What follows belongs to an exercise in optimizing a design on an open flow for small area; a production flow would make more cautious choices.
Only simulation tests tie the RTL to the original design; equivalence was not proved.
Power figures rest on the tool's default switching activity, not on a simulated workload.

JK:
## router_top
module router_top(
    input clk,resetn,
    input read_en_0,read_en_1,read_en_2,
    input pkt_valid,
    input [7:0]data_in,
    output [7:0]data_out_0,data_out_1,data_out_2,
    output valid_out_0,valid_out_1,valid_out_2,
    output err,busy
    );
    wire wire_soft_reset_0, wire_soft_reset_1, wire_soft_reset_2;
    wire [2:0]wire_write_en;
    wire [7:0]wire_register_data_out;
    wire wire_lfd_state;
    wire wire_empty_0,wire_empty_1,wire_empty_2;
    wire wire_full_0,wire_full_1,wire_full_2;
    wire wire_fifo_full;
    wire wire_parity_done;
    wire wire_detect_add;
    wire wire_write_en_reg;
    wire wire_low_pkt_valid;
    wire wire_ld_state,wire_full_state,wire_laf_state;
    wire wire_rst_int_reg;
    fifo fifo_0 (
        .clk(clk),
        .resetn(resetn),
        .soft_reset(wire_soft_reset_0),
        .read_en(read_en_0),
        .write_en(wire_write_en[0]),
        .lfd_state(wire_lfd_state),
        .data_in(wire_register_data_out),
        .data_out(data_out_0),
        .empty(wire_empty_0),
        .full(wire_full_0)
    );
    fifo fifo_1 (
        .clk(clk),
        .resetn(resetn),
        .soft_reset(wire_soft_reset_1),
        .read_en(read_en_1),
        .write_en(wire_write_en[1]),
        .lfd_state(wire_lfd_state),
        .data_in(wire_register_data_out),
        .data_out(data_out_1),
        .empty(wire_empty_1),
        .full(wire_full_1)
    );
    fifo fifo_2 (
        .clk(clk),
        .resetn(resetn),
        .soft_reset(wire_soft_reset_2),
        .read_en(read_en_2),
        .write_en(wire_write_en[2]),
        .lfd_state(wire_lfd_state),
        .data_in(wire_register_data_out),
        .data_out(data_out_2),
        .empty(wire_empty_2),
        .full(wire_full_2)
    );
    synchronizer sync (
        .clk(clk),
        .resetn(resetn),
        .read_en_0(read_en_0),
        .read_en_1(read_en_1),
        .read_en_2(read_en_2),
        .full_0(wire_full_0),
        .full_1(wire_full_1),
        .full_2(wire_full_2),
        .empty_0(wire_empty_0),
        .empty_1(wire_empty_1),
        .empty_2(wire_empty_2),
        .detect_add(wire_detect_add),
        .write_en_reg(wire_write_en_reg),
        .data_in(data_in[1:0]),
        .valid_out_0(valid_out_0),
  ...
Size in the first run: about 1,200 cells after synthesis, about 0.022 mm^2 of cells after synthesis.
clock: 5.0 ns
lec_check: 0
cap_margin: 20
core_margin: 2
core_utilization: 40
slew_margin: 20
standard.sh (not shown) runs the stock make flow with config.mk's settings and CLKGATE_MAP_FILE= SYNTH_SCRIPT=/design/flow/synth_recipe.tcl, a recipe that flattens the netlist after the stock synthesis.
==> flow/flow/run.sh <==
#!/bin/bash
# Standard ORFS layout, with two changes:
#  - clock tree: clkbuf_16 leaf buffers in clusters of up to 25 flip-flops,
#    and no dummy loads;
#  - port buffers: buf_1 instead of the default choice.
set -o pipefail
cp standard.sh standard_sh.txt
export CTS_ARGS="-sink_clustering_enable -repair_clock_nets -dont_use_dummy_load -sink_clustering_size 25 -sink_clustering_max_diameter 100 -buf_list sky130_fd_sc_hd__clkbuf_16"
export BUFFER_PORTS_ARGS="-buffer_cell sky130_fd_sc_hd__buf_1"
bash standard.sh > standard.log 2>&1
Both conditions hold for JK: the flow ran to the end and the final layout passed the timing, design-rule and antenna checks.
Input-level comparison between MS and JK:
Settings: putting CTS_CLUSTER_DIAMETER at 70 where nothing was set; putting CTS_BUF_LIST at sky130_fd_sc_hd__clkbuf_16 where nothing was set; putting CTS_CLUSTER_SIZE at 30 where nothing was set.
==> flow/run.sh (new file) <==
#!/bin/bash
# synth_recipe.tcl (not shown) runs the flow's synth.tcl, then flattens the netlist and writes it again
# the make line also repeats each setting of config.mk as NAME=value (left out here)
make -C /OpenROAD-flow-scripts/flow DESIGN_CONFIG=/design/flow/config.mk WORK_HOME=/design/flow/orfs CLKGATE_MAP_FILE= SYNTH_SCRIPT=/design/flow/synth_recipe.tcl finish
removed: flow/flow/run.sh
removed: flow/standard.sh
## What came out
MS: no failed stages, no open violations at the end. Compared to JK, MS shows a wider setup margin. From MS to JK, count of buffer and inverter cells on the critical path did not move at all. The core of MS is more densely filled than that of JK. Summary: with JK as the reference, maximum frequency in MS moved up by a few percent. Diff JK..MS | count of inverters not on the clock network in the layout | unchanged. Design area deteriorates in MS relative to JK. | worst relative slew slack | higher: JK |. Of JK and MS, MS shows the higher area of placed instances, with JK below it. [compare] base=JK new=MS: met2 wirelength from detailed routing went down by about 0.8%, via count of the first global-routing pass went up by 173.
What AL does differently from MS at the input level:
Settings: a deleted CTS_BUF_LIST that had been sky130_fd_sc_hd__clkbuf_16; an added PLACE_DENSITY of 0.75; a deleted CTS_CLUSTER_SIZE that had been 30; a deleted CTS_CLUSTER_DIAMETER that had been 70; a change of CORE_UTILIZATION from 40 to 65.
==> flow/flow/run.sh (new file) <==
#!/bin/bash
# The standard layout (standard.sh), with these changes:
#  - synthesis: the standard flow's script, but ABC maps with flow/abc_area.script
#    (area recovery in &nf); everything before and after ABC, and so every
#    register, is as in the standard synthesis;
#  - clock tree: clkbuf_16 leaf buffers in clusters of up to 25 flip-flops,
#    without dummy loads;
#  - port buffers: buf_1.
set -euo pipefail
HERE=$(pwd)
sed "s#source \$::env(SCRIPTS_DIR)/synth_preamble.tcl#source \$::env(SCRIPTS_DIR)/synth_preamble.tcl\nset abc_args [lreplace \$abc_args 1 1 $HERE/flow/abc_area.script]#" \
  "$FLOW_HOME/scripts/synth.tcl" > synth_abc.tcl
sed "s#source \$::env(SCRIPTS_DIR)/synth.tcl#source $HERE/synth_abc.tcl#" synth_recipe.tcl > synth_recipe_abc.tcl
sed "s#SYNTH_SCRIPT=[^ ]*#SYNTH_SCRIPT=$HERE/synth_recipe_abc.tcl#" standard.sh > standard_abc.sh
export CTS_ARGS="-sink_clustering_enable -repair_clock_nets -dont_use_dummy_load -sink_clustering_size 32 -sink_clustering_max_diameter 70 -buf_list sky130_fd_sc_hd__clkbuf_16"
export BUFFER_PORTS_ARGS="-buffer_cell sky130_fd_sc_hd__buf_1"
bash standard_abc.sh > standard.log 2>&1
==> flow/flow/abc_area.script (new file) <==
&get -n
&st
&dch
&nf -R 1000
&st
&syn2
&if -g -K 6
&synch2
&nf -R 1000
&st
&syn2
&if -g -K 6
&synch2
&nf -R 1000
&put
==> flow/standard.sh (new file) <==
#!/bin/bash
# synth_recipe.tcl (not shown) runs the flow's synth.tcl, then flattens the netlist and writes it again
# the make line also repeats each setting of config.mk as NAME=value (left out here)
make -C /OpenROAD-flow-scripts/flow DESIGN_CONFIG=/design/flow/config.mk WORK_HOME=/design/flow/orfs CLKGATE_MAP_FILE= SYNTH_SCRIPT=/design/flow/synth_recipe.tcl "${@:-finish}"
removed: flow/run.sh
Results
- Between AL and MS, it is AL whose power is lower, by 12%.
- Going from MS to AL, cell area after layout now sits lower; global-route wire length before repair has decreased; net count of the finished layout shrank by 1.2%.
- In AL the gate count after technology mapping turned out 56 lower than in MS.

-- separate check: timing with driven ports --
No port has a modelled driver above. Below, the same layouts with a new extraction and two added sets of constraints.
Step 1 assumes that a clkbuf_16 drives the clock port and a buf_2 every other input.
Step 2 adds t to the input delays and takes it off the output delays; t is the mean of the earliest and latest rising clock arrival at the registers after step 1. Input paths then give back, and output paths get back, about the clock's delay inside the block.
Slacks: ideal / step 1 / step 2; pairs: ideal / step 1.
| run | t (ns) | slack for setup (ns) | worst setup path at the end | cell pins on the clock port's net |
|---|---|---|---|---|
| JK | 0.621 | 1.786 / 1.786 / 1.578 | input to register | 1 |
| MS | 0.651 | 1.868 / 1.868 / 1.246 | input to register | 1 |
| AL | 0.619 | 1.772 / 1.772 / 1.650 | input to register | 1 |
After both steps every run listed still meets setup and hold. For MS, which loses most, drivers alone change the setup slack by 0.000 ns; drivers and shift together by -0.622 ns.
